Background: an optimization exercise with open tools, aiming at small area and a short achievable clock period. Do not read the settings as production practice.
RTL that was checked went through simulation tests only; none was proved equivalent to the original.
The RTL of runs 6 and 7 was laid out without a check of its function.
Power is estimated from default activity; no workload was simulated.

==> design/flow/design.v <==
module topmodule (input clk, input reset,
	output [31:0] imem_addr, input [31:0] imem_data,
	output rf_r_we, output [2:0] rf_r_addr, output [31:0] rf_r_data,
	output rf_s_we, output [2:0] rf_s_addr, output [31:0] rf_s_data,
	output dm_we, output [3:0] dm_addr, output [7:0] dm_wdata,
	output [31:0] epc, output [1:0] cause);
	reg  [31:2] pcb;                 
	reg         pct;                 
	reg  [2:0]  pct_o;               
	reg  [31:0] ir;                  
	reg  [7:1]  ir_sa, ir_sb;        
	reg  [31:2] id_pc;               
	reg  [31:2] ex_pc;
	reg  [31:0] ex_a, ex_b;          
	reg  [3:0]  ex_fa, ex_fb;        
	reg  [4:0]  ex_sm, ex_sn;        
	reg         ex_fc, ex_fd;
	reg  [7:0]  ex_sdat;             
	reg         ex_op1, ex_sub, ex_rb31;
	reg  [2:0]  ex_rd, ex_sd;
	reg         ex_rwe, ex_ld, ex_st;
	reg  [31:0] mem_alu;
	reg         mem_g, mem_p;        
	reg  [2:0]  mem_rd, mem_sd;
	reg         mem_rwe, mem_ld, mem_st;
	reg  [3:0]  mem_addr;
	reg  [7:0]  mem_sdat;
	reg  [31:0] wb_alu;
	reg  [7:0]  wb_mem;
	reg  [2:0]  wb_rd, wb_sd;
	reg         wb_rwe, wb_swe;
	reg  [31:2] epc_a, epc_b;        
	reg         epc_s;
	reg  [1:0]  cause_q;
	reg  [31:0] rf1, rf2, rf3, rf4, rf5, rf6, rf7;
	reg  [7:0]  dm0, dm1, dm2, dm3, dm4, dm5, dm6, dm7, dm8, dm9, dm10, dm11, dm12, dm13, dm14, dm15;
	wire [31:2] pc = pct ? 30'h3fff : pcb;
	wire [4:0] sop  = ir[31:27];
	wire [4:0] rop  = ir[15:11];
	wire [4:0] func = ir[10:6];
	wire [2:0] f_rm = ir[8:6];
	wire [2:0] f_rn = ir[5:3];
	wire [2:0] f_rd = ir[2:0];
	wire [2:0] f_sm = ir[24:22];
	wire [2:0] f_sn = ir[21:19];
	wire [2:0] f_sd = ir[18:16];
	wire is_ld  = sop == 5'b01010;
	wire is_st  = sop == 5'b01011;
	wire is_br  = sop == 5'b11010;
	wire is_jp  = sop == 5'b11100;
	wire is_add = rop == 5'b00011;
	wire is_op1 = rop == 5'b01000;
	wire exc    = ~(is_ld | is_st | is_br | is_jp) | ~(is_add | is_op1);
	wire stall = is_br | is_jp |
		(ex_ld & ((ex_sd == f_rn) | (ex_sd == f_rd) | (ex_sd == f_sm) | (ex_sd == f_sn)));
	wire mem_carry = mem_g | (mem_p & ~mem_alu[31]);
	wire flush = is_br & mem_carry;
	wire [7:1] s_a, s_b, s_sm, s_sn, s_sd, nx_sa, nx_sb;
	genvar gi;
	generate for (gi = 1; gi < 8; gi = gi + 1) begin : dec
		assign s_a[gi]  = ir_sa[gi];
		assign s_b[gi]  = ir_sb[gi];
		assign nx_sa[gi] = imem_data[8:6] == gi;
		assign nx_sb[gi] = (imem_data[15:11] == 5'b01000 ? imem_data[5:3] : imem_data[2:0]) == gi;
		assign s_sm[gi] = f_sm == gi;
		assign s_sn[gi] = f_sn == gi;
		assign s_sd[gi] = f_sd == gi;
	end endgenerate
	wire [31:0] rd_a = ({32{s_a[1]}} & rf1) | ({32{s_a[2]}} & rf2) | ({32{s_a[3]}} & rf3) |
		({32{s_a[4]}} & rf4) | ({32{s_a[5]}} & rf5) | ({32{s_a[6]}} & rf6) | ({32{s_a[7]}} & rf7);
	wire [31:0] rd_b = ({32{s_b[1]}} & rf1) | ({32{s_b[2]}} & rf2) | ({32{s_b[3]}} & rf3) |
		({32{s_b[4]}} & rf4) | ({32{s_b[5]}} & rf5) | ({32{s_b[6]}} & rf6) | ({32{s_b[7]}} & rf7);
	wire [4:0] rd_sm = ({5{s_sm[1]}} & rf1[4:0]) | ({5{s_sm[2]}} & rf2[4:0]) | ({5{s_sm[3]}} & rf3[4:0]) |
		({5{s_sm[4]}} & rf4[4:0]) | ({5{s_sm[5]}} & rf5[4:0]) | ({5{s_sm[6]}} & rf6[4:0]) | ({5{s_sm[7]}} & rf7[4:0]);
	wire [4:0] rd_sn = ({5{s_sn[1]}} & rf1[4:0]) | ({5{s_sn[2]}} & rf2[4:0]) | ({5{s_sn[3]}} & rf3[4:0]) |
		({5{s_sn[4]}} & rf4[4:0]) | ({5{s_sn[5]}} & rf5[4:0]) | ({5{s_sn[6]}} & rf6[4:0]) | ({5{s_sn[7]}} & rf7[4:0]);
	wire [7:0] rd_sd = ({8{s_sd[1]}} & rf1[7:0]) | ({8{s_sd[2]}} & rf2[7:0]) | ({8{s_sd[3]}} & rf3[7:0]) |
		({8{s_sd[4]}} & rf4[7:0]) | ({8{s_sd[5]}} & rf5[7:0]) | ({8{s_sd[6]}} & rf6[7:0]) | ({8{s_sd[7]}} & rf7[7:0]);
	wire [15:0] s_m;
	generate for (gi = 0; gi < 16; gi = gi + 1) begin : mdec
		assign s_m[gi] = mem_addr == gi;
	end endgenerate
	wire [7:0] memout =
		({8{s_m[0]}}  & dm0)  | ({8{s_m[1]}}  & dm1)  | ({8{s_m[2]}}  & dm2)  | ({8{s_m[3]}}  & dm3)  |
		({8{s_m[4]}}  & dm4)  | ({8{s_m[5]}}  & dm5)  | ({8{s_m[6]}}  & dm6)  | ({8{s_m[7]}}  & dm7)  |
		({8{s_m[8]}}  & dm8)  | ({8{s_m[9]}}  & dm9)  | ({8{s_m[10]}} & dm10) | ({8{s_m[11]}} & dm11) |
		({8{s_m[12]}} & dm12) | ({8{s_m[13]}} & dm13) | ({8{s_m[14]}} & dm14) | ({8{s_m[15]}} & dm15);
	wire eq_a = ex_rd == f_rm;
	wire eq_b = ex_rd == f_rn;
	wire m2_c = ex_rwe & (ex_rd != 3'd0) & (ex_rd == f_sm);
	wire m2_d = ex_rwe & (ex_rd != 3'd0) & (ex_rd == f_sn);
	wire m3r_a = mem_rwe & (mem_rd != 3'd0) & (mem_rd == f_rm);
	wire m3r_b = mem_rwe & (mem_rd != 3'd0) & (mem_rd == f_rn);
	wire m3r_c = mem_rwe & (mem_rd != 3'd0) & (mem_rd == f_sm);
	wire m3r_d = mem_rwe & (mem_rd != 3'd0) & (mem_rd == f_sn);
	wire m3s_a = mem_ld & (mem_sd != 3'd0) & (mem_sd == f_rm);
	wire m3s_b = mem_ld & (mem_sd != 3'd0) & (mem_sd == f_rn);
	wire m3s_c = mem_ld & (mem_sd != 3'd0) & (mem_sd == f_sm);
	wire m3s_d = mem_ld & (mem_sd != 3'd0) & (mem_sd == f_sn);
	wire [31:0] pre_a = m3r_a ? mem_alu : m3s_a ? {24'd0, memout} : rd_a;
	wire [31:0] pre_b = m3r_b ? mem_alu : m3s_b ? {24'd0, memout} : rd_b;
	wire [4:0]  pre_c = m3r_c ? mem_alu[4:0] : m3s_c ? memout[4:0] : rd_sm;
	wire [4:0]  pre_d = m3r_d ? mem_alu[4:0] : m3s_d ? memout[4:0] : rd_sn;
	wire f_sub = func == 5'b00101;
	wire f_lsr = func == 5'b01001;
	wire f_neg = func == 5'b00110;
	wire [31:0] neg_imm = {{29{f_rm != 3'd0}}, 3'd0 - f_rm};
	wire [31:0] lsr_r = rd_b >> f_rm;
	wire [31:0] op1_a = f_sub ? neg_imm : f_lsr ? lsr_r : f_neg ? ~rd_b : 32'd0;
	wire [31:0] in1, in2;
	generate for (gi = 0; gi < 4; gi = gi + 1) begin : fwd
		assign in1[8*gi+7:8*gi] = ex_fa[gi] ? mem_alu[8*gi+7:8*gi] : ex_a[8*gi+7:8*gi];
		assign in2[8*gi+7:8*gi] = ex_fb[gi] ? mem_alu[8*gi+7:8*gi] : ex_b[8*gi+7:8*gi];
	end endgenerate
	wire [32:0] sum = {1'b0, in1} + {1'b0, in2};
	wire ovf_add = (in1[31] == in2[31]) & (sum[31] != in1[31]);
	wire ovf   = ex_op1 ? (ex_sub & ex_rb31 & sum[31]) : ovf_add;
	wire cy_g = ~ex_op1 & in1[31] & in2[31];
	wire cy_p = ex_op1 ? ex_rb31 : (in1[31] ^ in2[31]);
	wire [4:0] s1 = ex_fc ? mem_alu[4:0] : ex_sm;
	wire [4:0] s2 = ex_fd ? mem_alu[4:0] : ex_sn;
	wire [4:0] s_sum = s1 + s2;
	wire trap = exc | ovf;
	wire ovf_s = ex_op1 & ex_sub & ex_rb31 & sum[31];
	wire ovf_a = ~ex_op1 & ovf_add;
	wire trap_b = (exc | ovf_s) | ovf_a;
	wire trap_c = exc | (ovf_s | ovf_a);
	wire trap_d = (exc | ovf_a) | ovf_s;
	always @(posedge clk) begin
		if (reset) begin
			pcb <= 30'd0; pct <= 1'b0; pct_o <= 3'd0;
		end else if (!stall) begin
			pcb <= pc + 30'd1; pct <= trap; pct_o <= {trap_d, trap_c, trap_b};
		end
		if (reset | flush) begin
			ir <= 32'd0;
			ir_sa <= 7'd0; ir_sb <= 7'd0;
			id_pc <= 30'd0;
		end else begin
			ir <= imem_data;
			ir_sa <= nx_sa; ir_sb <= nx_sb;
			id_pc <= pc;
		end
		if (reset) begin
			ex_pc <= 30'd0; ex_a <= 32'd0; ex_b <= 32'd0; ex_fa <= 4'd0; ex_fb <= 4'd0;
			ex_op1 <= 1'b0; ex_rwe <= 1'b0; ex_ld <= 1'b0; ex_st <= 1'b0;
		end else begin
			ex_pc <= id_pc;
			ex_a <= is_op1 ? op1_a : pre_a;
			ex_b <= is_op1 ? (f_sub ? rd_b : 32'd0) : pre_b;
			ex_fa <= {4{~is_op1 & ex_rwe}} & {eq_a & (ex_rd != 3'd0) & (f_rm != 3'd0), eq_a & (|(ex_rd | f_rm)),
				eq_a & (f_rm != 3'd0), eq_a & (ex_rd != 3'd0)};
			ex_fb <= {4{~is_op1 & ex_rwe}} & {eq_b & (ex_rd != 3'd0) & (f_rn != 3'd0), eq_b & (|(ex_rd | f_rn)),
				eq_b & (f_rn != 3'd0), eq_b & (ex_rd != 3'd0)};
			ex_op1 <= is_op1;
			ex_rwe <= is_add | is_op1; ex_ld <= is_ld; ex_st <= is_st;
		end
		ex_sm <= pre_c; ex_sn <= pre_d; ex_fc <= m2_c; ex_fd <= m2_d;
		ex_sdat <= rd_sd;
		ex_sub <= f_sub; ex_rb31 <= rd_b[31];
		ex_rd <= f_rd; ex_sd <= f_sd;
		if (reset) begin
			mem_rwe <= 1'b0; mem_ld <= 1'b0; mem_st <= 1'b0;
		end else begin
			mem_rwe <= ex_rwe; mem_ld <= ex_ld; mem_st <= ex_st;
		end
		mem_alu <= sum[31:0]; mem_g <= cy_g; mem_p <= cy_p; mem_rd <= ex_rd; mem_sd <= ex_sd;
		mem_addr <= s_sum[4:1]; mem_sdat <= ex_sdat;
		if (reset) begin
			wb_rwe <= 1'b0; wb_swe <= 1'b0;
		end else begin
			wb_rwe <= mem_rwe; wb_swe <= mem_ld;
		end
		wb_alu <= mem_alu; wb_mem <= memout; wb_rd <= mem_rd; wb_sd <= mem_sd;
		if (reset) begin
			epc_a <= 30'd0; epc_b <= 30'd0; epc_s <= 1'b0;
		end else begin
			if (epc_s) epc_a <= ex_pc; else epc_b <= ex_pc;
			epc_s <= epc_s ^ trap;
		end
		if (reset) cause_q <= 2'b00;
		else if (trap) cause_q <= exc ? 2'b01 : 2'b10;
	end
	wire [7:1] hit_r, hit_s, w_r, w_s, keep;
	generate for (gi = 1; gi < 8; gi = gi + 1) begin : rfc
		assign hit_r[gi] = wb_rwe & (wb_rd == gi);
		assign hit_s[gi] = wb_swe & (wb_sd == gi);
		assign w_r[gi]   = ~reset & hit_r[gi];
		assign w_s[gi]   = ~reset & ~hit_r[gi] & hit_s[gi];
		assign keep[gi]  = ~reset & ~hit_r[gi] & ~hit_s[gi];
	end endgenerate
	always @(posedge clk) begin
		rf1 <= ({32{w_r[1]}} & wb_alu) | ({32{w_s[1]}} & {24'd0, wb_mem}) | ({32{keep[1]}} & rf1);
		rf2 <= ({32{w_r[2]}} & wb_alu) | ({32{w_s[2]}} & {24'd0, wb_mem}) | ({32{keep[2]}} & rf2);
		rf3 <= ({32{w_r[3]}} & wb_alu) | ({32{w_s[3]}} & {24'd0, wb_mem}) | ({32{keep[3]}} & rf3);
		rf4 <= ({32{w_r[4]}} & wb_alu) | ({32{w_s[4]}} & {24'd0, wb_mem}) | ({32{keep[4]}} & rf4);
		rf5 <= ({32{w_r[5]}} & wb_alu) | ({32{w_s[5]}} & {24'd0, wb_mem}) | ({32{keep[5]}} & rf5);
		rf6 <= ({32{w_r[6]}} & wb_alu) | ({32{w_s[6]}} & {24'd0, wb_mem}) | ({32{keep[6]}} & rf6);
		rf7 <= ({32{w_r[7]}} & wb_alu) | ({32{w_s[7]}} & {24'd0, wb_mem}) | ({32{keep[7]}} & rf7);
	end
	wire [15:0] dw, dk;
	generate for (gi = 0; gi < 16; gi = gi + 1) begin : dmc
		assign dw[gi] = ~reset & mem_st & s_m[gi];
		assign dk[gi] = ~reset & ~(mem_st & s_m[gi]);
	end endgenerate
	always @(posedge clk) begin
		dm0  <= ({8{dw[0]}}  & mem_sdat) | ({8{dk[0]}}  & dm0)  | ({8{reset}} & 8'h0f);
		dm1  <= ({8{dw[1]}}  & mem_sdat) | ({8{dk[1]}}  & dm1)  | ({8{reset}} & 8'ha5);
		dm2  <= ({8{dw[2]}}  & mem_sdat) | ({8{dk[2]}}  & dm2)  | ({8{reset}} & 8'h42);
		dm3  <= ({8{dw[3]}}  & mem_sdat) | ({8{dk[3]}}  & dm3)  | ({8{reset}} & 8'h00);
		dm4  <= ({8{dw[4]}}  & mem_sdat) | ({8{dk[4]}}  & dm4)  | ({8{reset}} & 8'h00);
		dm5  <= ({8{dw[5]}}  & mem_sdat) | ({8{dk[5]}}  & dm5)  | ({8{reset}} & 8'h09);
		dm6  <= ({8{dw[6]}}  & mem_sdat) | ({8{dk[6]}}  & dm6)  | ({8{reset}} & 8'haa);
		dm7  <= ({8{dw[7]}}  & mem_sdat) | ({8{dk[7]}}  & dm7)  | ({8{reset}} & 8'h84);
		dm8  <= ({8{dw[8]}}  & mem_sdat) | ({8{dk[8]}}  & dm8)  | ({8{reset}} & 8'ha0);
		dm9  <= ({8{dw[9]}}  & mem_sdat) | ({8{dk[9]}}  & dm9)  | ({8{reset}} & 8'h40);
		dm10 <= ({8{dw[10]}} & mem_sdat) | ({8{dk[10]}} & dm10) | ({8{reset}} & 8'h01);
		dm11 <= ({8{dw[11]}} & mem_sdat) | ({8{dk[11]}} & dm11) | ({8{reset}} & 8'h07);
		dm12 <= ({8{dw[12]}} & mem_sdat) | ({8{dk[12]}} & dm12) | ({8{reset}} & 8'h00);
		dm13 <= ({8{dw[13]}} & mem_sdat) | ({8{dk[13]}} & dm13) | ({8{reset}} & 8'hc0);
		dm14 <= ({8{dw[14]}} & mem_sdat) | ({8{dk[14]}} & dm14) | ({8{reset}} & 8'h25);
		dm15 <= ({8{dw[15]}} & mem_sdat) | ({8{dk[15]}} & dm15) | ({8{reset}} & 8'h23);
	end
	assign imem_addr = {pct_o[2] ? 8'h00 : pcb[31:24], pct_o[1] ? 8'h00 : pcb[23:16],
		pct_o[0] ? 14'h3fff : pcb[15:2], 2'b00};
	assign rf_r_we   = wb_rwe;
	assign rf_r_addr = wb_rd;
	assign rf_r_data = wb_alu;
	assign rf_s_we   = wb_swe;
	assign rf_s_addr = wb_sd;
	assign rf_s_data = {24'd0, wb_mem};
	assign dm_we     = mem_st;
	assign dm_addr   = mem_addr;
	assign dm_wdata  = mem_sdat;
	assign epc       = {epc_s ? epc_b : epc_a, 2'b00};
	assign cause     = cause_q;
endmodule
==> design/flow/flow/run.sh <==
#!/bin/bash
# Own layout flow: the standard flow (standard.sh) with two layout changes: the port
# buffers are sky130_fd_sc_hd__buf_2 cells instead of the delay cells buffer_ports picks by
# default, and the clock tree uses larger sink clusters and no dummy loads. The synthesis is
# the standard one. Each step's output goes to a log file in this folder, and ORFS keeps its
# own per-step logs under orfs/logs.
set -euo pipefail
W=$(pwd)
export BUFFER_PORTS_ARGS="-buffer_cell sky130_fd_sc_hd__buf_2"
export CTS_ARGS="-sink_clustering_enable -repair_clock_nets -dont_use_dummy_load -sink_clustering_size 24 -sink_clustering_max_diameter 100"
bash standard.sh synth > $W/flow_synth.log 2>&1
bash standard.sh > $W/flow_layout.log 2>&1
==> design/flow/standard.sh <==
#!/bin/bash
# synth_recipe.tcl (not shown) runs the flow's synth.tcl, then flattens the netlist and writes it again
# the make line also repeats each setting of config.mk as NAME=value (left out here)
make -C /OpenROAD-flow-scripts/flow DESIGN_CONFIG=/design/flow/config.mk WORK_HOME=/design/flow/orfs CLKGATE_MAP_FILE= SYNTH_SCRIPT=/design/flow/synth_recipe.tcl "${@:-finish}"
==> design/flow/config.mk <==
export PLATFORM = sky130hd
export DESIGN_NAME = topmodule
export DESIGN_NICKNAME = topmodule
export VERILOG_FILES = /design/flow/design.v
export SDC_FILE = /design/flow/constraint.sdc
export NUM_CORES = 4
export LEC_CHECK = 0
export ABC_AREA = 1
export CAP_MARGIN = 20
export CORE_MARGIN = 2
export CORE_UTILIZATION = 40
export GPL_ROUTABILITY_DRIVEN = 0
export PLACE_DENSITY = 0.7
export SETUP_SLACK_MARGIN = 3.5
export SLEW_MARGIN = 20
==> design/flow/constraint.sdc <==
create_clock -name core_clock -period 6.5 [get_ports {clk}]
set_input_delay 1.3000 -clock core_clock [delete_from_list [all_inputs] [get_ports {clk}]]
set_output_delay 1.3000 -clock core_clock [all_outputs]
set_load 0.01 [all_outputs]
==> flow_summary_export.csv, run 1 <==
group,metric,value,unit
status,status,"finished clean",
run,max_cap_viol_count,0,
yosys,synth_top_cell_area_share,44.9,%
yosys,ys_warn_count,1,
floorplanning,core,0.0838,mm2
final_layout,design_area,0.0367,mm2
min_path,hold_class,"flip-flop to flip-flop",
floorplanning,fp.dieH,295,um
placed_design,placed_cell_area,0.0355,mm2
critical_path,cp-end-kind,"flip-flop",
yosys,synth_fa_ha_area_share,1.78,%
drt,drt_first_pass_iters,6,
drt,drc,0,
final_layout,syn_to_final_growth,8.27,%
cts,insertion_delay,0.63,ns
sta,fin_crit_sh,45.9,%
placed_design,port_buffers,154,
sta,drv_slew,0,
power,pwr_density_cell,215,mW/mm2
cts,numCtsBuffers,37,
floorplanning,start_util,40.5,%
yosys,synth_cell_types,67,
grt,globalRouteOverflowTotal,0,
cts,h-tree-depth,2,
yosys,synthXorXnorAreaFrac,2.14,%
floorplanning,num_rows,106,
sta,worst_slew_pin_slew,1.15,ns
cts,cts_tree,"built",
sta,max_freq,0.335,GHz
power,p_leak,0.0144,uW
drt,wl_per_cell,20.8,um
sta,holdWs,0.317,ns
yosys,syn-cell-area,0.0339,mm2
yosys,syn_area_per_cell,7.36,um2
yosys,muxShareOfSynthArea,0,%
grt,grt_pass1_wl,179,mm
grt,grt_max_degree,97,
sta,final_period_minus_worst_setup_slack,2.98,ns
final_layout,nNetsFinal,4720,
floorplanning,fp.dieArea,0.0871,mm2
critical_path,worstPathRequired,7.01,ns
drt,num_vias,32886,
critical_path,critPathKind,"input pin to flip-flop",
yosys,ys.flop_type,"dfxtp_1",
yosys,synth_cells,4610,
grt,grt_use_total,26.5,%
drt,drtIter0Drc,4462,
yosys,synth_area_leaders,"dfxtp_1 (45%), nand2_1 (12%), inv_1 (6.0%)",
drt,routed_wl,120,mm
sta,setup_violations,0,
critical_path,crit_arrival,3.49,ns
grt,antenna_found_initial,9,
sta,rsz0062_at_grt,"true",
critical_path,crit_fanout,12,
placed_design,hpwl,82.1,mm
floorplanning,die_w,295,um
yosys,synth-simple-area-share,23.0,%
yosys,synth_seq_cells,760,
yosys,synth_top_family_by_area,"simple AND/OR/NAND/NOR gates",
cts,cts.root.buffer_cell,"clkbuf_16",
sta,finalClockSkew,0.0859,ns
power,irDropWorstVdd,0.000181,V
critical_path,critPathLaunchType,"input pin",
cts,cts_sinks,760,
floorplanning,io_pins,185,
drt,vias_per_cell,5.69,
cts,path_clk_slew,0.10,ns
yosys,ys_seq_area_share,44.9,%
final_layout,drive_gt1_share,8.32,%
yosys,yosysTopAreaCell,"dfxtp_1",
yosys,synth_compound_area_share,18.6,%
sta,hold_viol,0,
sta,tns,0,ns
yosys,async_flop_share,0,%
yosys,synth_edf_count,0,
grt,first_global_vias,30083,
sta,slew_headroom,22.8,%
drt,drtAntennaViolNets,0,
cts,cts_buffer_depth,3,
## synth_stat cells, types with 45 or more instances
cell type	count
ha_1	45
o21ai_0	268
nand2_1	1073
nand4_1	45
nor3_1	57
inv_1	544
nor2_1	386
o22ai_1	279
o221ai_1	50
xor2_1	52
dfxtp_1	760
nand3_1	206
a21oi_1	251
clkbuf_1	146
## critical path, cell delays in order
cell and delay (ns):
buf_4 0.18, nor3_4 0.88, clkinvlp_4 0.77, o221ai_1 0.35
## through the flow
step                      power [uW]  std cells  setup slack (ns)  util [%]
after global placement          5420       5722              2.73      42.3
after floorplan                 5240       4637              3.82         -
after detailed placement        5420       5723              2.69      42.3
after global routing            8110       5778              3.46      43.8
final                           7880       5780              3.52      43.8
after CTS                       7890       5763              3.50      43.5
## per-layer routing
layer	wire length (um)	vias to the layer above	share of wire, %	GRT usage [%]
met5	0	-	0	0
met4	8300	0	6.9	16.6
met3	13100	398	11	4.35
met2	51500	1935	43	40.4
met1	47100	15286	39	35.1
li1	-	15267	-	-
## layout by cell type, fill, tap and decap left out, types with 9 or more instances in the layout
cell type     n
nor2_2       12
a31oi_1       9
o221ai_1     50
nor2_1      383
nand2_2      22
a22o_1       12
and2_1        9
ha_1         42
clkbuf_16    38
o211ai_1     35
nand3_1     203
nor3_1       51
nor2_4       10
nand2_1    1063
nor4_1       15
a21oi_1     245
inv_2        22
o2111ai_1    17
a221oi_1     29
xnor2_1      31
nand4_1      45
o22ai_1     279
o21ai_1      33
buf_4        39
o21ai_0     268
inv_1       536
xor2_1       52
diode_2       9
nor3_2        9
conb_1       28
dfxtp_1     744
a211oi_1     27
buf_2       153
## repair_timing
action                                  CTS  global route
hold buffers                              0             0
buffers inserted                          0             6
endpoints found under the setup margin  122           100
pin swaps                                 0             1
resized for setup                        29            36
cloned                                    3             2
## logic make-up (layout without fill, tap and decap cells)
group	count (synthesis)	count (layout)
adders and majority gates	47	47
DFF	760	760
xor gates and xnor gates	83	83
other	1	37
and+or+nand+nor	1861	1861
AOI/OAI and AO/OA	1048	1048
buffers and inverters	810	810
## final timing paths
check         startpoint         end  slack [ns]  depth (start not counted)
min          mem_alu[27]  wb_alu[27]        0.32                          0
max reg2reg     wb_sd[2]      rf2[2]        3.52                          6
max                reset      rf2[2]        3.52                          4
min reg2reg  mem_alu[27]  wb_alu[27]        0.32                          0
## where the power goes
| part | leakage [uW] | switching, uW | internal [uW] | total [uW] |
|---|---|---|---|---|
| combinational | 0.00777 | 390 | 148 | 538 |
| sequential | 0.00617 | 93.1 | 4720 | 4820 |
| clock | 0.000456 | 1500 | 1030 | 2530 |
| total | 0.0144 | 1990 | 5900 | 7880 |
## area by class of cell
cell class / instances / area (um2)
Inverter: 571 / 2180
Tap cell: 1134 / 1420
Antenna cell: 9 / 22.5
Timing Repair Buffer: 199 / 1180
Fill cell: 8596 / 47100
Timing Repair inverter: 3 / 23.8
Multi-Input combinational cell: 3067 / 15700
Clock buffer: 37 / 926
Sequential cell: 760 / 15300
==> run 2, diff against run 1 <==
--- a/design/flow/config.mk
+++ b/design/flow/config.mk
@@ -8,8 +8,6 @@
 export ABC_AREA = 1
 export CAP_MARGIN = 20
 export CORE_MARGIN = 2
-export CORE_UTILIZATION = 40
-export GPL_ROUTABILITY_DRIVEN = 0
-export PLACE_DENSITY = 0.7
+export CORE_UTILIZATION = 30
 export SETUP_SLACK_MARGIN = 3.5
 export SLEW_MARGIN = 20
==> flow_summary_export.csv, run 2 <==
group,metric,value,unit
status,status,"finished clean",
critical_path,crit_fanout,9,
yosys,synth_cells,4610,
final_layout,final_common_cell,"nand2_1",
sta,drv_slew,0,
sta,finalClockSkew,0.0771,ns
yosys,synth_top_cell_area_share,44.9,%
floorplanning,io_pins,185,
critical_path,r2r_setup_slack,3.53,ns
power,clkPwrFrac,32.7,%
yosys,syn-cell-area,0.0339,mm2
critical_path,crit_arrival,1.69,ns
yosys,ys_warn_count,1,
critical_path,r2r_start,"ir[6]",
floorplanning,start_util,30.2,%
min_path,hold_depth,0,
power,intPower,5930,uW
drt,drt_first_pass_iters,5,
placed_design,port_buffers,154,
cts,cts.root.buffer_cell,"clkbuf_16",
cts,cts_buffer_depth,3,
power,netSwitchingFraction,25.6,%
floorplanning,core,0.112,mm2
final_layout,final_cell_mix,"nand2_1 (1057), dfxtp_1 (742), inv_1 (536), nor2_1 (381), o22ai_1 (279)",
sta,setup_violations,0,
floorplanning,num_rows,123,
power,p_seq_share,60.4,%
grt,grt_max_degree,66,
sta,rsz0062_at_grt,"true",
grt,globalRouteOverflowTotal,0,
critical_path,crit_cells,1,
drt,drtAntennaViolNets,0,
final_layout,final_util,33.3,%
floorplanning,fp.dieH,340,um
sta,tns,0,ns
sta,slew_headroom,23.5,%
power,p_leak,0.0145,uW
placed_design,hpwl,88.5,mm
critical_path,slowest_delay,0.82,ns
yosys,synth_edf_count,0,
critical_path,worstPathRequired,5.20,ns
drt,drc,0,
floorplanning,fp.dieArea,0.116,mm2
yosys,ys_seq_area_share,44.9,%
critical_path,crit_family,"flip-flops",
cts,cts_sinks,760,
final_layout,drive_gt1_share,8.79,%
cts,numCtsBuffers,38,
final_layout,fillerInstances,12156,
grt,grt_use_total,21.4,%
critical_path,crit_path_cell_trace,"buf_2",
drt,routed_wl,129,mm
sta,final_period_minus_worst_setup_slack,2.99,ns
drt,vias_per_cell,5.28,
drt,wl_per_cell,21.0,um
power,pwr_density_cell,214,mW/mm2
grt,grt_pass1_wl,191,mm
sta,max_freq,0.334,GHz
min_path,holdPathEnd,"wb_alu[18]",
cts,h-tree-depth,2,
drt,drtIter0Drc,3690,
critical_path,slowest_stage,"dfxtp_1",
placed_design,dp.cells,6094,
yosys,syn_area_per_cell,7.36,um2
cts,insertion_delay,0.63,ns
final_layout,design_area,0.0374,mm2
run,max_cap_viol_count,0,
yosys,synth_most_common_cell,"nand2_1",
yosys,synth_commonest_cells,"nand2_1 (1073), dfxtp_1 (760), inv_1 (544), nor2_1 (386), o22ai_1 (279)",
critical_path,rr_worst_depth,6,
min_path,hold_class,"flip-flop to flip-flop",
cts,cts_hold_buf,0,
critical_path,critPathKind,"flip-flop to output port",
floorplanning,die_w,340,um
placed_design,routabilityCongestion,0.964,
drt,num_vias,32505,
power,irDropWorstVdd,0.000155,V
yosys,synth_cell_types,67,
power,p_sw,2050,uW
critical_path,critPathLaunchType,"flip-flop",
cts,cts_tree,"built",
sta,hold_viol,0,
yosys,ys.flop_type,"dfxtp_1",
placed_design,placed_cell_area,0.0359,mm2
cts,path_clk_slew,0.10,ns
grt,first_global_vias,30219,
sta,worst_slew_pin_slew,1.14,ns
placed_design,dp_worst_setup_slack,2.59,ns
sta,postLayoutSetupSlackWorst,3.51,ns
final_layout,final_cells,6158,
power,p_comb_share,6.9,%
yosys,synth_area_leaders,"dfxtp_1 (45%), nand2_1 (12%), inv_1 (6.0%)",
sta,fin_crit_sh,46.0,%
critical_path,cp-end-kind,"output port",
yosys,synth_seq_cells,760,
yosys,yosysTopAreaCell,"dfxtp_1",
critical_path,worst-path-buf-inv,1,
min_path,hold_start,"mem_alu[18]",
yosys,async_flop_share,0,%
grt,antenna_found_initial,13,
critical_path,r2r-end,"ex_fa[2]",
final_layout,nNetsFinal,4735,
final_layout,syn_to_final_growth,10.2,%
-- run 2: cells by family (layout without fill, tap and decap cells) --
kind of cell,count (synthesis),after routing,share of synthesized area [%]
xor gates and xnor gates,83,83,2.14
buffers and inverters,810,825,9.64
other,1,34,0.0111
DFF,760,760,44.9
AOI/OAI and AO/OA,1048,1048,18.6
and+or+nand+nor,1861,1861,23.0
adders and majority gates,47,47,1.78
-- run 2: what timing repair did --
item	in CTS	in global routing
buffers inserted	5	10
setup endpoints to repair	160	109
pin swaps	0	1
gates cloned	3	2
gates resized for setup	29	45
-- run 2: cell type report --
cell class	count	area, um2	area share [%]
antenna	6	15.0	0.0402
clock buffer	38	951	2.54
inverter	571	2190	5.87
multi-input combinational	3067	15700	42.0
sequential	760	15300	40.8
tap	1500	1880	5.02
timing repair buffer	214	1350	3.62
timing repair inverter	2	20.0	0.0536
-- run 2: power by group through the flow --
stage	logic (uW)	registers, uW	clock network, uW
finish	552	4820	2610
global route	597	4830	2810
CTS	535	4820	2650
detailed placement	510	4930	0
global placement	507	4930	0
floorplan	363	4870	0
-- run 2: worst max-delay path by stage --
stage / from / end / slack, ns
after floorplan: ex_fb[0] / mem_alu[20] / 3.82
after global placement: reset / ir_sb[4] / 2.59
after detailed placement: reset / ir_sb[4] / 2.59
after CTS: epc_s / epc[21] / 3.47
after global routing: mem_alu[22] / pct_o[0] / 3.45
final: mem_sdat[0] / dm_wdata[0] / 3.51
-- run 2: routing by layer --
| metal | GRT usage [%] | vias to the layer above | wire length [um] |
|---|---|---|---|
| met3 | 2.80 | 312 | 10600 |
| met4 | 10.6 | 0 | 6790 |
| met1 | 29.0 | 15306 | 54800 |
| met5 | 0 | - | 0 |
| met2 | 33.4 | 1566 | 57100 |
| li1 | - | 15321 | - |
-- run 2: stage by stage --
stage	power, uW	hold WS [ns]
final	7980	0.310
after global routing	8230	0.313
after CTS	8010	0.319
after detailed placement	5440	0.312
after global placement	5430	0.310
after floorplan	5240	0.310
==> run 3, diff against run 2 <==
--- a/design/flow/config.mk
+++ b/design/flow/config.mk
@@ -8,6 +8,6 @@
 export ABC_AREA = 1
 export CAP_MARGIN = 20
 export CORE_MARGIN = 2
-export CORE_UTILIZATION = 30
+export CORE_UTILIZATION = 55
 export SETUP_SLACK_MARGIN = 3.5
 export SLEW_MARGIN = 20
==> flow_summary_export.csv, run 3 <==
group,metric,value,unit
yosys,yosysTopAreaCell,"dfxtp_1",
drt,drc,0,
cts,path_clk_slew,0.10,ns
sta,tns,0,ns
power,irDropWorstVdd,0.000213,V
placed_design,dp.cells,5395,
drt,drt_first_pass_iters,6,
final_layout,multi_input_area,0.0157,mm2
power,pwr_density_cell,218,mW/mm2
final_layout,final_cell_mix,"nand2_1 (1067), dfxtp_1 (744), inv_1 (537), nor2_1 (383), o22ai_1 (279)",
yosys,async_flop_share,0,%
final_layout,final_cells,5449,
yosys,synth_top_cell_area_share,44.9,%
run,max_cap_viol_count,0,
sta,hold_viol,0,
sta,final_period_minus_worst_setup_slack,3.01,ns
yosys,synth_seq_cells,760,
floorplanning,fp.dieArea,0.0637,mm2
drt,num_vias,32423,
placed_design,hpwl,83.8,mm
cts,cts_buffer_depth,3,
critical_path,rr_worst_depth,8,
critical_path,crit_arrival,1.71,ns
critical_path,crit_fanout,16,
power,p_leak,0.0145,uW
floorplanning,core,0.0614,mm2
yosys,synth_cell_types,67,
final_layout,nNetsFinal,4740,
critical_path,worstPathRequired,5.20,ns
grt,grt_use_total,37.6,%
min_path,hold_depth,0,
final_layout,final_common_cell,"nand2_1",
drt,routed_wl,123,mm
yosys,ys_warn_count,1,
critical_path,cp-end-kind,"output port",
sta,drv_slew,0,
sta,rsz0062_at_grt,"true",
sta,worst_slew_pin_slew,1.19,ns
final_layout,fillerInstances,5902,
yosys,synth_edf_count,0,
yosys,synth_cells,4610,
grt,first_global_vias,29256,
cts,numCtsBuffers,38,
floorplanning,num_rows,91,
status,status,"finished clean",
grt,grt_max_degree,80,
floorplanning,fp.dieH,252,um
final_layout,drive_gt1_share,8.48,%
final_layout,register_area,0.0153,mm2
critical_path,critPathKind,"flip-flop to output port",
yosys,ys.flop_type,"dfxtp_1",
drt,wl_per_cell,22.6,um
cts,h-tree-depth,2,
min_path,hold_class,"flip-flop to flip-flop",
placed_design,port_buffers,154,
placed_design,routabilityCongestion,0.973,
final_layout,syn_to_final_growth,7.31,%
sta,slew_headroom,19.9,%
sta,fin_crit_sh,46.3,%
yosys,syn_area_per_cell,7.36,um2
yosys,ys_seq_area_share,44.9,%
drt,drtIter0Drc,4112,
cts,cts_sinks,760,
grt,antenna_found_initial,5,
floorplanning,die_w,252,um
floorplanning,io_pins,185,
grt,grt_pass1_wl,182,mm
yosys,synth_area_leaders,"dfxtp_1 (45%), nand2_1 (12%), inv_1 (6.0%)",
floorplanning,start_util,55.3,%
cts,cts_tree,"built",
yosys,synth_commonest_cells,"nand2_1 (1073), dfxtp_1 (760), inv_1 (544), nor2_1 (386), o22ai_1 (279)",
drt,drtAntennaViolNets,0,
sta,max_freq,0.332,GHz
drt,vias_per_cell,5.95,
yosys,syn-cell-area,0.0339,mm2
cts,insertion_delay,0.61,ns
critical_path,critPathLaunchType,"flip-flop",
sta,finalClockSkew,0.0342,ns
grt,globalRouteOverflowTotal,0,
sta,setup_violations,0,
yosys,synth_most_common_cell,"nand2_1",
cts,cts.root.buffer_cell,"clkbuf_16",
==> run 3: cell counts after synthesis <==
Identical to the previous run, type by type.
==> run 3: worst max-delay path, stage by stage (launching register included) <==
cell,delay [ns]
dfxtp_4,0.48
buf_12,0.20
nand2_1,0.09
nand2_1,0.17
buf_2,0.16
==> run 3: final cells by class <==
cell class | count | area share, %
repair buffers | 220 | 3.68
well taps | 790 | 2.72
multi-input cells | 3067 | 43.0
clock buffers | 38 | 2.61
diodes | 2 | 0.0138
flip-flops and latches | 760 | 41.9
inverters | 571 | 6.00
repair inverters | 1 | 0.0206
==> run 3: metrics by stage <==
step                cell area [um2]  setup slack, ns  utilization [%]  total power [uW]  hold slack (ns)
finish                        36400             3.49             59.3              7920            0.333
global route                  36400             3.45             59.3              8150            0.343
global placement              35100             2.61             57.2              5430            0.311
detailed placement            35100             2.59             57.2              5430            0.314
floorplan                     34000             3.82                -              5240            0.310
CTS                           36200             3.45             59.0              7940            0.333
==> run 3: metal layers <==
metal / GRT usage (%) / up-vias / wire, um
met5: 0 / - / 13
met2: 55.5 / 1818 / 51600
met1: 53.2 / 15062 / 52100
li1: - / 15315 / -
met3: 10.6 / 226 / 15600
met4: 11.2 / 2 / 3880
==> run 3: cell families after synthesis <==
| group | share of synthesized area, % |
|---|---|
| other | 0.0111 |
| AOI/OAI and AO/OA | 18.6 |
| xor gates and xnor gates | 2.14 |
| buffers and inverters | 9.64 |
| adders and majority gates | 1.78 |
| and+or+nand+nor | 23.0 |
| DFF | 44.9 |
==> run 3: final timing paths <==
path	endpoint	slack, ns	startpoint
max	epc[21]	3.49	epc_s
min	mem_sdat[5]	0.33	ex_sdat[5]
max reg2reg	ex_a[22]	3.50	ir_sb[1]
min reg2reg	mem_sdat[5]	0.33	ex_sdat[5]
==> run 3: repair_timing <==
item | CTS | global route
hold buffers | 0 | 0
endpoints found under the setup margin | 182 | 130
gates resized for setup | 33 | 30
gates cloned | 3 | 0
pin swaps | 0 | 1
buffers inserted | 3 | 7
==> run 3: power by group <==
part	leakage [uW]	total, uW	switching, uW	internal (uW)
combinational	0.00787	542	393	149
sequential	0.00617	4810	89.7	4720
clock	0.000468	2570	1510	1050
==> run 4, diff against run 3 <==
--- a/design/flow/config.mk
+++ b/design/flow/config.mk
@@ -8,6 +8,6 @@
 export ABC_AREA = 1
 export CAP_MARGIN = 20
 export CORE_MARGIN = 2
-export CORE_UTILIZATION = 55
+export CORE_UTILIZATION = 40
 export SETUP_SLACK_MARGIN = 3.5
 export SLEW_MARGIN = 20
==> flow_summary_export.csv, run 4 <==
group,metric,value,unit
status,status,"finished clean",
yosys,synth_commonest_cells,"nand2_1 (1073), dfxtp_1 (760), inv_1 (544), nor2_1 (386), o22ai_1 (279)",
sta,max_freq,0.341,GHz
critical_path,crit_arrival,1.63,ns
cts,cts_tree,"built",
yosys,synth_area_leaders,"dfxtp_1 (45%), nand2_1 (12%), inv_1 (6.0%)",
sta,setup_violations,0,
final_layout,syn_to_final_growth,8.62,%
drt,routed_wl,126,mm
min_path,hold_class,"flip-flop to flip-flop",
power,finalPower,8010,uW
power,irDropWorstVdd,0.000181,V
critical_path,worstPathRequired,5.20,ns
floorplanning,core,0.0838,mm2
yosys,ys_warn_count,1,
floorplanning,fp.dieH,295,um
critical_path,worst-path-buf-inv,1,
power,p_leak,0.0145,uW
critical_path,cp-end-kind,"output port",
critical_path,slowest_delay,0.78,ns
critical_path,crit_path_cell_trace,"buf_2",
drt,drtIter0Drc,3216,
drt,wl_per_cell,21.7,um
drt,drc,0,
cts,cts_sinks,760,
sta,hold_viol,0,
run,max_cap_viol_count,0,
floorplanning,io_pins,185,
floorplanning,fp.dieArea,0.0871,mm2
cts,numCtsBuffers,40,
yosys,synth_cell_types,67,
critical_path,crit_fanout,9,
grt,grt_use_total,28.0,%
sta,tns,0,ns
yosys,synth_edf_count,0,
drt,vias_per_cell,5.59,
critical_path,crit_family,"flip-flops",
yosys,synth_cells,4610,
final_layout,final_cell_mix,"nand2_1 (1064), dfxtp_1 (745), inv_1 (537), nor2_1 (382), o22ai_1 (279)",
grt,first_global_vias,30057,
final_layout,final_common_cell,"nand2_1",
placed_design,hpwl,86.1,mm
floorplanning,num_rows,106,
placed_design,routabilityCongestion,1.00,
placed_design,port_buffers,154,
yosys,async_flop_share,0,%
cts,insertion_delay,0.64,ns
sta,worst_slew_pin_slew,1.11,ns
yosys,syn-cell-area,0.0339,mm2
sta,drv_slew,0,
sta,rsz0062_at_grt,"true",
drt,drtAntennaViolNets,0,
yosys,ys_seq_area_share,44.9,%
power,pwr_density_cell,217,mW/mm2
yosys,syn_area_per_cell,7.36,um2
final_layout,final_util,43.9,%
cts,cts_hold_buf,0,
yosys,ys.flop_type,"dfxtp_1",
critical_path,critPathKind,"flip-flop to output port",
drt,drt_first_pass_iters,6,
yosys,synth_top_cell_area_share,44.9,%
yosys,synth_seq_cells,760,
cts,cts.root.buffer_cell,"clkbuf_16",
cts,cts_buffer_depth,3,
grt,grt_max_degree,77,
sta,final_period_minus_worst_setup_slack,2.93,ns
final_layout,drive_gt1_share,8.37,%
grt,globalRouteOverflowTotal,0,
floorplanning,die_w,295,um
sta,finalClockSkew,0.113,ns
yosys,synth_most_common_cell,"nand2_1",
drt,num_vias,32342,
final_layout,nNetsFinal,4731,
sta,slew_headroom,25.4,%
cts,h-tree-depth,2,
yosys,yosysTopAreaCell,"dfxtp_1",
sta,fin_crit_sh,45.1,%
grt,grt_pass1_wl,186,mm
critical_path,slowest_stage,"dfxtp_1",
cts,path_clk_slew,0.09,ns
grt,antenna_found_initial,7,
floorplanning,start_util,40.5,%
critical_path,critPathLaunchType,"flip-flop",
-- run 4: cell counts after synthesis --
Identical to the previous run, type by type.
-- run 4: logic make-up after synthesis --
logic type               Yosys count  synth area share (%)
AND/OR/NAND/NOR                 1861                  23.0
XOR/XNOR                          83                  2.14
adder cells (fa/ha/maj)           47                  1.78
other                              1                0.0111
AO/OA/AOI/OAI                   1048                  18.6
buffers and inverters            810                  9.64
flip-flops                       760                  44.9
-- run 4: area by class of cell --
type | instances | area, um2
fillers | 8695 | 47000
multi-input cells | 3067 | 15700
flip-flops and latches | 760 | 15200
inverters | 571 | 2190
well taps | 1134 | 1420
repair buffers | 208 | 1280
clock buffers | 40 | 1000
repair inverters | 2 | 16.3
diodes | 3 | 7.51
-- run 4: through the flow --
stage / cell area [um2] / hold WS [ns] / setup slack (ns) / std cells
floorplan: 34000 / 0.310 / 3.82 / 4637
global placement: 35500 / 0.310 / 2.55 / 5729
detailed placement: 35500 / 0.312 / 2.51 / 5729
CTS: 36600 / 0.307 / 3.51 / 5772
global route: 36800 / 0.303 / 3.45 / 5784
finish: 36800 / 0.300 / 3.57 / 5785
-- run 4: worst paths after layout --
path	depth (start not counted)	end	startpoint	slack [ns]
setup / recovery	1	dm_wdata[0]	mem_sdat[0]	3.57
hold / removal	0	wb_alu[17]	mem_alu[17]	0.30
setup reg to reg	16	pct_o[0]	mem_alu[3]	3.66
hold reg to reg	0	wb_alu[17]	mem_alu[17]	0.30
-- run 4: where the power goes --
| group | switching, uW | internal, uW |
|---|---|---|
| logic | 397 | 152 |
| clock network | 1540 | 1100 |
| registers | 89.0 | 4730 |
| total | 2030 | 5980 |
-- run 4: metal layers --
layer / track usage [%] / vias to the layer above / routed length, um
met2: 45.0 / 1512 / 56500
met3: 3.22 / 331 / 9350
met5: 0 / - / 11
met1: 36.2 / 15201 / 51700
li1: - / 15296 / -
met4: 16.5 / 2 / 8090
-- run 4: timing repair --
action / 4_1_cts / 5_1_grt
setup buffers: 0 / 9
pin swaps: 0 / 1
gates cloned: 3 / 1
setup endpoints to repair: 271 / 90
resized for setup: 29 / 33
==> run 5, diff against run 4 <==
--- a/design/flow/config.mk
+++ b/design/flow/config.mk
@@ -6,8 +6,8 @@
 export NUM_CORES = 4
 export LEC_CHECK = 0
 export ABC_AREA = 1
-export CAP_MARGIN = 20
+export CAP_MARGIN = 0
 export CORE_MARGIN = 2
 export CORE_UTILIZATION = 40
 export SETUP_SLACK_MARGIN = 3.5
-export SLEW_MARGIN = 20
+export SLEW_MARGIN = 0
==> flow_summary_export.csv, run 5 <==
group,metric,value,unit
final_layout,final_common_cell,"nand2_1",
grt,antenna_found_initial,7,
yosys,synth_top_cell_area_share,44.9,%
drt,wl_per_cell,21.7,um
sta,tns,0,ns
sta,max_freq,0.343,GHz
run,max_cap_viol_count,0,
yosys,synth_area_leaders,"dfxtp_1 (45%), nand2_1 (12%), inv_1 (6.0%)",
drt,drtIter0Drc,3225,
yosys,syn-cell-area,0.0339,mm2
yosys,ys_seq_area_share,44.9,%
critical_path,crit_top_cell,"nand2_1",
yosys,synth_commonest_cells,"nand2_1 (1073), dfxtp_1 (760), inv_1 (544), nor2_1 (386), o22ai_1 (279)",
grt,globalRouteOverflowTotal,0,
min_path,holdPathEnd,"wb_alu[17]",
drt,routed_wl,126,mm
sta,hold_viol,0,
placed_design,routabilityCongestion,1.00,
placed_design,dp.cells,5729,
floorplanning,num_rows,106,
yosys,async_flop_share,0,%
critical_path,r2r_setup_slack,3.65,ns
placed_design,hpwl,86.1,mm
sta,worst_slew_pin_slew,1.16,ns
critical_path,cp-end-kind,"output port",
cts,path_clk_slew,0.09,ns
drt,num_vias,32349,
final_layout,nNetsFinal,4731,
power,p_leak,0.0145,uW
yosys,yosysTopAreaCell,"dfxtp_1",
cts,cts.root.buffer_cell,"clkbuf_16",
critical_path,crit_path_cell_trace,"buf_12 > clkinv_16 > nand2_1 > nand2_1 > buf_2",
final_layout,drive_gt1_share,8.37,%
critical_path,crit_arrival,1.62,ns
cts,numCtsBuffers,40,
critical_path,rr_worst_depth,16,
cts,cts_buffer_depth,3,
min_path,hold_start,"mem_alu[17]",
final_layout,fillerInstances,8695,
critical_path,worstPathRequired,5.20,ns
floorplanning,die_w,295,um
drt,vias_per_cell,5.59,
sta,rsz0062_at_grt,"true",
sta,drv_slew,0,
yosys,ys_warn_count,1,
critical_path,r2r_start,"mem_alu[3]",
critical_path,critPathLaunchType,"flip-flop",
min_path,hold_class,"flip-flop to flip-flop",
sta,holdWs,0.300,ns
power,irDropWorstVdd,0.000181,V
sta,setup_violations,0,
grt,grt_max_degree,77,
power,pwr_density_cell,217,mW/mm2
final_layout,syn_to_final_growth,8.60,%
yosys,synth_seq_cells,760,
grt,grt_pass1_wl,186,mm
placed_design,port_buffers,154,
sta,slew_headroom,22.2,%
drt,drc,0,
drt,drt_first_pass_iters,6,
critical_path,slowest_delay,0.40,ns
sta,final_period_minus_worst_setup_slack,2.92,ns
yosys,synth_cell_types,67,
floorplanning,io_pins,185,
floorplanning,fp.dieH,295,um
yosys,synth_cells,4610,
yosys,synth_edf_count,0,
drt,drtAntennaViolNets,0,
placed_design,placed_cell_area,0.0355,mm2
sta,finalClockSkew,0.113,ns
floorplanning,core,0.0838,mm2
yosys,synth_most_common_cell,"nand2_1",
critical_path,slowest_stage,"dfxtp_4",
final_layout,final_cell_mix,"nand2_1 (1064), dfxtp_1 (745), inv_1 (537), nor2_1 (382), o22ai_1 (279)",
min_path,hold_depth,0,
cts,h-tree-depth,2,
floorplanning,fp.dieArea,0.0871,mm2
final_layout,final_cells,5785,
grt,first_global_vias,30057,
cts,cts_tree,"built",
cts,cts_sinks,760,
critical_path,crit_fanout,31,
yosys,ys.flop_type,"dfxtp_1",
floorplanning,start_util,40.5,%
power,finalPower,8010,uW
yosys,syn_area_per_cell,7.36,um2
final_layout,design_area,0.0368,mm2
critical_path,r2r-end,"pct_o[0]",
status,status,"finished clean",
critical_path,critPathKind,"flip-flop to output port",
sta,fin_crit_sh,44.9,%
cts,insertion_delay,0.64,ns
grt,grt_use_total,28.0,%
run 5: cell counts after synthesis:
Identical to the previous run, type by type.
run 5: layout make-up:
cell class / count / area [um2] / share of cell area, %
multi-input cells: 3067 / 15700 / 42.5
flip-flops and latches: 760 / 15200 / 41.4
inverters: 571 / 2190 / 5.95
well taps: 1134 / 1420 / 3.85
repair buffers: 208 / 1280 / 3.47
clock buffers: 40 / 1000 / 2.72
repair inverters: 2 / 16.3 / 0.0442
diodes: 3 / 7.51 / 0.0204
run 5: repair_timing:
| action | 4_1_cts | 5_1_grt |
|---|---|---|
| pin swaps | 0 | 1 |
| hold buffers | 0 | 0 |
| cloned | 3 | 1 |
| setup endpoints to repair | 271 | 88 |
| resized for setup | 29 | 33 |
| setup buffers | 0 | 9 |
run 5: routing by layer:
| layer | wire [um] | vias to the layer above | track usage [%] |
|---|---|---|---|
| li1 | - | 15296 | - |
| met1 | 51700 | 15228 | 36.2 |
| met2 | 56500 | 1489 | 45.0 |
| met3 | 9350 | 334 | 3.22 |
| met4 | 8130 | 2 | 16.5 |
| met5 | 11 | - | 0 |
run 5: critical path: cells and delay by family (launching register included):
family	cells	cell delay, ns
buffers and inverters	3	0.43
DFF	1	0.40
and+or+nand+nor	2	0.16
run 5: cells by family after synthesis:
kind of cell             after synthesis  share of synthesized area, %
adder cells (fa/ha/maj)               47                          1.78
AO/OA/AOI/OAI                       1048                          18.6
flip-flops                           760                          44.9
buffers and inverters                810                          9.64
other                                  1                        0.0111
AND/OR/NAND/NOR                     1861                          23.0
XOR/XNOR                              83                          2.14
run 5: worst max path at each step:
stage                           from     endpoint  slack (ns)  depth (start not counted)
after floorplan             ex_fb[0]  mem_alu[20]        3.82                         12
after global placement         reset     ex_b[22]        2.55                          7
after detailed placement       reset     ex_b[22]        2.51                          7
after CTS                 mem_alu[0]  mem_alu[22]        3.51                         12
after global routing      mem_alu[3]     pct_o[0]        3.45                         16
final                          epc_s      epc[19]        3.58                          5
run 5: where the power goes:
part	leakage [uW]	total [uW]	internal, uW	switching [uW]
sequential	0.00617	4810	4730	89.0
combinational	0.00783	549	152	397
clock	0.000493	2640	1100	1540
run 5: stage by stage:
stage | utilization, % | setup WS (ns)
finish | 43.9 | 3.58
global route | 43.9 | 3.45
CTS | 43.7 | 3.51
detailed placement | 42.3 | 2.51
global placement | 42.3 | 2.55
floorplan | - | 3.82
==> run 6, diff against run 5 <==
--- a/design/flow/design.v
+++ b/design/flow/design.v
@@ -29,8 +29,7 @@
 	reg  [7:0]  wb_mem;
 	reg  [2:0]  wb_rd, wb_sd;
 	reg         wb_rwe, wb_swe;
-	reg  [31:2] epc_a, epc_b;        
-	reg         epc_s;
+	reg  [31:2] epc_q;
 	reg  [1:0]  cause_q;
 	reg  [31:0] rf1, rf2, rf3, rf4, rf5, rf6, rf7;
 	reg  [7:0]  dm0, dm1, dm2, dm3, dm4, dm5, dm6, dm7, dm8, dm9, dm10, dm11, dm12, dm13, dm14, dm15;
@@ -173,13 +172,10 @@
 		end
 		wb_alu <= mem_alu; wb_mem <= memout; wb_rd <= mem_rd; wb_sd <= mem_sd;
 		if (reset) begin
-			epc_a <= 30'd0; epc_b <= 30'd0; epc_s <= 1'b0;
-		end else begin
-			if (epc_s) epc_a <= ex_pc; else epc_b <= ex_pc;
-			epc_s <= epc_s ^ trap;
-		end
-		if (reset) cause_q <= 2'b00;
-		else if (trap) cause_q <= exc ? 2'b01 : 2'b10;
+			epc_q <= 30'd0; cause_q <= 2'b00;
+		end else if (trap) begin
+			epc_q <= ex_pc; cause_q <= exc ? 2'b01 : 2'b10;
+		end
 	end
 	wire [7:1] hit_r, hit_s, w_r, w_s, keep;
 	generate for (gi = 1; gi < 8; gi = gi + 1) begin : rfc
@@ -232,6 +228,6 @@
 	assign dm_we     = mem_st;
 	assign dm_addr   = mem_addr;
 	assign dm_wdata  = mem_sdat;
-	assign epc       = {epc_s ? epc_b : epc_a, 2'b00};
+	assign epc       = {epc_q, 2'b00};
 	assign cause     = cause_q;
 endmodule
--- a/design/flow/config.mk
+++ b/design/flow/config.mk
@@ -6,8 +6,8 @@
 export NUM_CORES = 4
 export LEC_CHECK = 0
 export ABC_AREA = 1
-export CAP_MARGIN = 0
+export CAP_MARGIN = 20
 export CORE_MARGIN = 2
 export CORE_UTILIZATION = 40
 export SETUP_SLACK_MARGIN = 3.5
-export SLEW_MARGIN = 0
+export SLEW_MARGIN = 20
==> flow_summary_export.csv, run 6 <==
group,metric,value,unit
power,clkPwrFrac,33.2,%
yosys,synth_commonest_cells,"nand2_1 (1011), dfxtp_1 (729), inv_1 (578), nor2_1 (433), o22ai_1 (288)",
sta,fin_crit_sh,47.4,%
sta,worst_slew_pin_slew,1.14,ns
yosys,syn-cell-area,0.0329,mm2
drt,wl_per_cell,21.5,um
drt,routed_wl,122,mm
cts,h-tree-depth,2,
power,pwr_density_cell,213,mW/mm2
cts,cts_tree,"built",
final_layout,final_cells,5667,
power,p_seq_share,60.2,%
power,p_sw,1940,uW
yosys,synth_edf_count,0,
grt,gr-usage-met2,44.7,%
power,finalPower,7650,uW
floorplanning,core,0.0817,mm2
power,intPower,5710,uW
drt,drtAntennaViolNets,0,
critical_path,r2r-end,"dm11[0]",
cts,cts_sinks,729,
final_layout,final_cell_mix,"nand2_1 (1002), dfxtp_1 (717), inv_1 (571), nor2_1 (425), o22ai_1 (288)",
min_path,holdPathEnd,"wb_alu[9]",
final_layout,fillerInstances,8521,
cts,cts.root.buffer_cell,"clkbuf_16",
cts,insertion_delay,0.64,ns
final_layout,final_common_cell,"nand2_1",
placed_design,routabilityCongestion,0.983,
yosys,synth_seq_cells,729,
floorplanning,start_util,40.2,%
final_layout,multi_input_area,0.0154,mm2
min_path,hold_class,"flip-flop to flip-flop",
critical_path,rr_worst_depth,5,
status,status,"finished clean",
final_layout,nNetsFinal,4674,
floorplanning,io_pins,185,
sta,max_freq,0.325,GHz
floorplanning,num_rows,105,
yosys,syn_area_per_cell,7.26,um2
final_layout,drive_gt1_share,8.12,%
sta,rsz0062_at_grt,"true",
placed_design,placed_cell_area,0.0345,mm2
critical_path,critPathKind,"input pin to flip-flop",
floorplanning,fp.dieArea,0.0844,mm2
grt,first_global_vias,29228,
sta,slew_headroom,23.3,%
placed_design,dp_worst_setup_slack,2.56,ns
floorplanning,die_w,291,um
sta,drv_slew,0,
final_layout,syn_to_final_growth,9.24,%
placed_design,port_buffers,154,
yosys,synth_most_common_cell,"nand2_1",
grt,grtUsageMet1,36.2,%
critical_path,crit_fanout,32,
yosys,synth_top_cell_area_share,44.4,%
grt,globalRouteOverflowTotal,0,
floorplanning,fp.dieH,291,um
grt,met3_usage,5.78,%
sta,setup_violations,0,
placed_design,dp.cells,5597,
yosys,async_flop_share,0,%
sta,final_period_minus_worst_setup_slack,3.08,ns
yosys,ys.flop_type,"dfxtp_1",
critical_path,worstPathRequired,6.92,ns
yosys,ys_seq_area_share,44.4,%
sta,finalClockSkew,0.108,ns
grt,antenna_found_initial,3,
power,p_leak,0.0143,uW
power,irDropWorstVdd,0.000208,V
cts,path_clk_slew,0.10,ns
critical_path,r2r_start,"mem_st",
drt,drt_first_pass_iters,7,
final_layout,register_area,0.0146,mm2
yosys,synth_cells,4525,
sta,postLayoutSetupSlackWorst,3.42,ns
power,p_comb_share,6.6,%
yosys,synth_area_leaders,"dfxtp_1 (44%), nand2_1 (12%), inv_1 (6.6%)",
critical_path,r2r_setup_slack,3.56,ns
min_path,hold_depth,0,
cts,numCtsBuffers,38,
run,max_cap_viol_count,0,
yosys,ys_warn_count,1,
critical_path,critPathLaunchType,"input pin",
drt,drtIter0Drc,3785,
yosys,synth_cell_types,63,
grt,grt_pass1_wl,181,mm
grt,grt_max_degree,79,
drt,drc,0,
grt,grt.busiest_layer,"met2",
min_path,hold_start,"mem_alu[9]",
drt,vias_per_cell,5.60,
power,netSwitchingFraction,25.3,%
yosys,yosysTopAreaCell,"dfxtp_1",
grt,grt_use_total,27.6,%
sta,hold_viol,0,
critical_path,cp-end-kind,"flip-flop",
sta,tns,0,ns
drt,num_vias,31756,
cts,cts_buffer_depth,3,
critical_path,crit_arrival,3.50,ns
placed_design,hpwl,81.9,mm
final_layout,design_area,0.0359,mm2
run 6: cell types whose count changed after synthesis, moves of 11 or more:
cell      change
xor2_1       -18
nand2_1      -62
a21oi_1      -38
inv_1        +34
inv_2        -15
dfxtp_1      -31
or2_2        +14
a221oi_1     +20
a211oi_1     -15
nor2_1       +47
buf_2        -11
run 6: critical path: stages:
cell      delay (ns)
buf_4           0.29
clkinv_2        0.47
buf_4           0.43
nand2_2         0.78
o21ai_0         0.18
run 6: area by class of cell:
cell class,instances,area share [%]
Timing Repair Buffer,222,3.71
Clock buffer,38,2.65
Antenna cell,6,0.0418
Timing Repair inverter,1,0.0209
Inverter,591,6.27
Multi-Input combinational cell,3010,42.8
Sequential cell,729,40.8
Tap cell,1070,3.73
run 6: cells by family (layout without fill, tap and decap cells):
family                     after synthesis  count (layout)  synth area share [%]
AOI/OAI and AO/OA                     1011            1011                  18.5
xor gates and xnor gates                67              67                  1.79
adders and majority gates               47              47                  1.84
buffers and inverters                  816             852                  9.92
DFF                                    729             729                  44.4
other                                    1              34                0.0114
and+or+nand+nor                       1854            1857                  23.5
run 6: per-layer routing:
metal,part of all wire (%),vias to the layer above
li1,-,15070
met1,42,14931
met2,45,1470
met3,8.9,283
met4,3.9,2
met5,0.011,-
run 6: power by group through the flow:
stage               Combinational [uW]  Sequential [uW]  Clock [uW]
floorplan                          328             4670           0
detailed placement                 485             4710           0
global placement                   482             4710           0
finish                             507             4610        2540
CTS                                490             4610        2590
global route                       545             4610        2730
run 6: metrics by stage:
step                      util, %  hold WS [ns]
after detailed placement     42.2         0.312
after floorplan                 -         0.310
final                        43.9         0.307
after global placement       42.2         0.310
after global routing         43.9         0.316
after CTS                    43.6         0.306
run 6: repair_timing:
action	CTS	global route
setup endpoints to repair	170	287
setup buffers	6	16
cloned	4	0
hold buffers	0	0
pin swaps	1	10
resized for setup	35	32
run 6: worst max path at each step:
stage	startpoint	endpoint	slack [ns]	depth (start not counted)
2_1_floorplan	ex_fb[0]	mem_alu[30]	3.86	14
3_3_place_gp	reset	ir_sb[4]	2.56	6
3_5_place_dp	reset	ir_sb[4]	2.56	6
4_1_cts	reset	rf5[23]	3.48	5
5_1_grt	reset	rf3[22]	3.34	5
6_report	reset	rf6[17]	3.42	5
==> run 7, diff against run 6 <==
--- a/design/flow/design.v
+++ b/design/flow/design.v
@@ -8,7 +8,6 @@
 	reg         pct;                 
 	reg  [2:0]  pct_o;               
 	reg  [31:0] ir;                  
-	reg  [7:1]  ir_sa, ir_sb;        
 	reg  [31:2] id_pc;               
 	reg  [31:2] ex_pc;
 	reg  [31:0] ex_a, ex_b;          
@@ -54,13 +53,12 @@
 		(ex_ld & ((ex_sd == f_rn) | (ex_sd == f_rd) | (ex_sd == f_sm) | (ex_sd == f_sn)));
 	wire mem_carry = mem_g | (mem_p & ~mem_alu[31]);
 	wire flush = is_br & mem_carry;
-	wire [7:1] s_a, s_b, s_sm, s_sn, s_sd, nx_sa, nx_sb;
+	wire [2:0] a_b = is_op1 ? f_rn : f_rd;
+	wire [7:1] s_a, s_b, s_sm, s_sn, s_sd;
 	genvar gi;
 	generate for (gi = 1; gi < 8; gi = gi + 1) begin : dec
-		assign s_a[gi]  = ir_sa[gi];
-		assign s_b[gi]  = ir_sb[gi];
-		assign nx_sa[gi] = imem_data[8:6] == gi;
-		assign nx_sb[gi] = (imem_data[15:11] == 5'b01000 ? imem_data[5:3] : imem_data[2:0]) == gi;
+		assign s_a[gi]  = f_rm == gi;
+		assign s_b[gi]  = a_b  == gi;
 		assign s_sm[gi] = f_sm == gi;
 		assign s_sn[gi] = f_sn == gi;
 		assign s_sd[gi] = f_sd == gi;
@@ -133,11 +131,9 @@
 		end
 		if (reset | flush) begin
 			ir <= 32'd0;
-			ir_sa <= 7'd0; ir_sb <= 7'd0;
 			id_pc <= 30'd0;
 		end else begin
 			ir <= imem_data;
-			ir_sa <= nx_sa; ir_sb <= nx_sb;
 			id_pc <= pc;
 		end
 		if (reset) begin
==> flow_summary_export.csv, run 7 <==
group,metric,value,unit
grt,grt.busiest_layer,"met2",
final_layout,fillerInstances,8422,
yosys,ys_seq_area_share,43.6,%
run,max_cap_viol_count,0,
final_layout,final_common_cell,"nand2_1",
yosys,synth_commonest_cells,"nand2_1 (748), dfxtp_1 (715), inv_1 (645), nor2_1 (447), o22ai_1 (363)",
drt,drtIter0Drc,4477,
power,pwr_density_cell,209,mW/mm2
critical_path,crit_fanout,11,
power,p_leak,0.0142,uW
cts,path_clk_slew,0.10,ns
final_layout,drive_gt1_share,10.5,%
cts,cts_buffer_depth,3,
sta,final_period_minus_worst_setup_slack,3.00,ns
critical_path,worstPathRequired,6.93,ns
critical_path,cp-end-kind,"flip-flop",
status,status,"finished clean",
min_path,hold_class,"flip-flop to flip-flop",
grt,globalRouteOverflowTotal,0,
yosys,synth_edf_count,0,
yosys,synth_seq_cells,715,
critical_path,rr_worst_depth,14,
cts,cts.root.buffer_cell,"clkbuf_16",
min_path,hold_depth,0,
floorplanning,fp.dieH,291,um
grt,grt_use_total,30.0,%
sta,drv_slew,0,
floorplanning,num_rows,105,
yosys,synth_most_common_cell,"nand2_1",
drt,num_vias,33075,
final_layout,final_cell_mix,"nand2_1 (726), dfxtp_1 (696), inv_1 (632), nor2_1 (430), o22ai_1 (363)",
yosys,synth_cell_types,60,
yosys,yosysTopAreaCell,"dfxtp_1",
yosys,synth_top_cell_area_share,43.6,%
drt,wl_per_cell,23.9,um
placed_design,port_buffers,154,
sta,holdWs,0.325,ns
grt,grt_max_degree,81,
sta,fin_crit_sh,46.1,%
drt,drtAntennaViolNets,0,
critical_path,critPathKind,"flip-flop to flip-flop",
floorplanning,core,0.0817,mm2
floorplanning,io_pins,185,
cts,h-tree-depth,2,
grt,first_global_vias,29939,
sta,tns,0,ns
critical_path,crit_arrival,3.43,ns
placed_design,hpwl,88.7,mm
grt,antenna_found_initial,4,
sta,finalClockSkew,0.0829,ns
yosys,synth_cells,4484,
cts,cts_sinks,715,
cts,insertion_delay,0.61,ns
final_layout,multi_input_area,0.0156,mm2
final_layout,syn_to_final_growth,12.2,%
drt,routed_wl,135,mm
sta,setup_violations,0,
final_layout,register_area,0.0144,mm2
cts,cts_tree,"built",
yosys,syn_area_per_cell,7.33,um2
sta,worst_slew_pin_slew,1.23,ns
sta,max_freq,0.334,GHz
sta,slew_headroom,18.0,%
cts,cts_hold_buf,0,
yosys,ys.flop_type,"dfxtp_1",
grt,met3_usage,6.52,%
yosys,ys_warn_count,1,
grt,grtUsageMet1,40.1,%
grt,grt_pass1_wl,193,mm
drt,vias_per_cell,5.85,
floorplanning,fp.dieArea,0.0844,mm2
critical_path,critPathLaunchType,"flip-flop",
placed_design,routabilityCongestion,0.991,
drt,drt_first_pass_iters,8,
sta,hold_viol,0,
grt,gr-usage-met2,46.3,%
cts,numCtsBuffers,38,
sta,rsz0062_at_grt,"true",
final_layout,nNetsFinal,4664,
floorplanning,start_util,40.2,%
yosys,async_flop_share,0,%
floorplanning,die_w,291,um
yosys,syn-cell-area,0.0329,mm2
yosys,synth_area_leaders,"dfxtp_1 (44%), nand2_1 (8.5%), inv_1 (7.4%)",
power,finalPower,7720,uW
drt,drc,0,
power,irDropWorstVdd,0.000189,V
==> run 7: cell count changes after synthesis, sizes merged, moves of 15 or more <==
cell / delta
nand2: -266
nand4: +92
o22ai: +75
inv: +69
nand3: -52
o21ai: -24
o221ai: +20
a21oi: +19
buf: +18
nor3: +18
o31ai: +17
a221oi: -16
nor2: +15
==> run 7: kinds of logic (layout without fill, tap and decap cells) <==
logic type	count (synthesis)	in the layout	synth area share (%)
AOI/OAI and AO/OA	1098	1098	20.4
xor gates and xnor gates	69	69	1.84
adders and majority gates	49	49	1.91
buffers and inverters	915	982	11.0
DFF	715	715	43.6
other	1	29	0.0114
and+or+nand+nor	1637	1638	21.2
==> run 7: area by class of cell <==
type                    count  share of cell area [%]
well taps                1070                    3.63
diodes                      1                 0.00679
multi-input cells        2882                    42.2
repair buffers            279                    5.67
repair inverters            2                  0.0407
inverters                 663                    6.88
flip-flops and latches    715                    39.0
clock buffers              38                    2.58
==> run 7: repair_timing <==
item,4_1_cts,5_1_grt
cloned,5,5
hold endpoints to repair,0,0
pin swaps,11,23
buffers inserted,25,28
endpoints found under the setup margin,135,105
resized for setup,121,83
==> run 7: path summary, 6_finish.rpt <==
| check | startpoint | to | slack [ns] |
|---|---|---|---|
| max | ex_fb[0] | mem_alu[29] | 3.50 |
| min | mem_alu[27] | wb_alu[27] | 0.33 |
| max reg2reg | ex_fb[0] | mem_alu[29] | 3.50 |
| min reg2reg | mem_alu[27] | wb_alu[27] | 0.33 |
==> run 7: critical path: stages, from the launching register on <==
cell	delay (ns)
dfxtp_4	0.40
nor2_1	0.11
a21oi_1	0.05
ha_1	0.37
nand3_1	0.11
nand2_2	0.11
a21oi_2	0.07
o21ai_2	0.18
buf_4	0.14
buf_4	0.12
a21boi_0	0.14
o21bai_1	0.42
nand4_1	0.23
nand2_1	0.15
xor2_1	0.23
==> run 7: report_power, final <==
group,leakage [uW],internal (uW),switching [uW]
clock,0.000468,1050,1480
combinational,0.00792,178,490
sequential,0.00580,4440,76.2
total,0.0142,5670,2050
==> run 7: through the flow <==
step / area [um2] / setup slack [ns] / cells / utilization [%]
finish: 36900 / 3.50 / 5650 / 45.1
CTS: 36200 / 3.51 / 5615 / 44.3
detailed placement: 34500 / 2.52 / 5547 / 42.2
global route: 36900 / 3.47 / 5650 / 45.1
global placement: 34500 / 2.53 / 5547 / 42.2
floorplan: 33000 / 3.65 / 4511 / -
==> run 7: per-layer routing <==
layer	vias up	routed length [um]	part of all wire, %
met5	-	13	0.0096
met4	2	6900	5.1
met3	373	15200	11
met2	1955	58400	43
met1	15442	54200	40
li1	15303	-	-

-- static timing again, ports no longer ideal --
Ports are ideal in the flow. The routed layouts listed here were re-timed in OpenROAD.
Step 1, drivers: a clkbuf_16 drives clk and a buf_2 each remaining input, both assumed.
Step 2 also shifts input and output timing later by t, the mid clock arrival at the registers, as if the neighbouring blocks saw the same clock.
Slacks: ideal / step 1 / step 2; pairs: ideal / step 1.
run	t (ns)	setup slack, ns
run 1	0.659	3.516 / 3.524 / 2.901
run 2	0.655	3.510 / 3.443 / 3.008
run 3	0.657	3.489 / 3.422 / 2.930
run 4	0.650	3.570 / 3.504 / 2.957
run 5	0.650	3.582 / 3.516 / 2.974
run 6	0.666	3.422 / 3.468 / 2.802
run 7	0.628	3.504 / 3.504 / 2.978
After both steps every run listed still meets setup and hold.
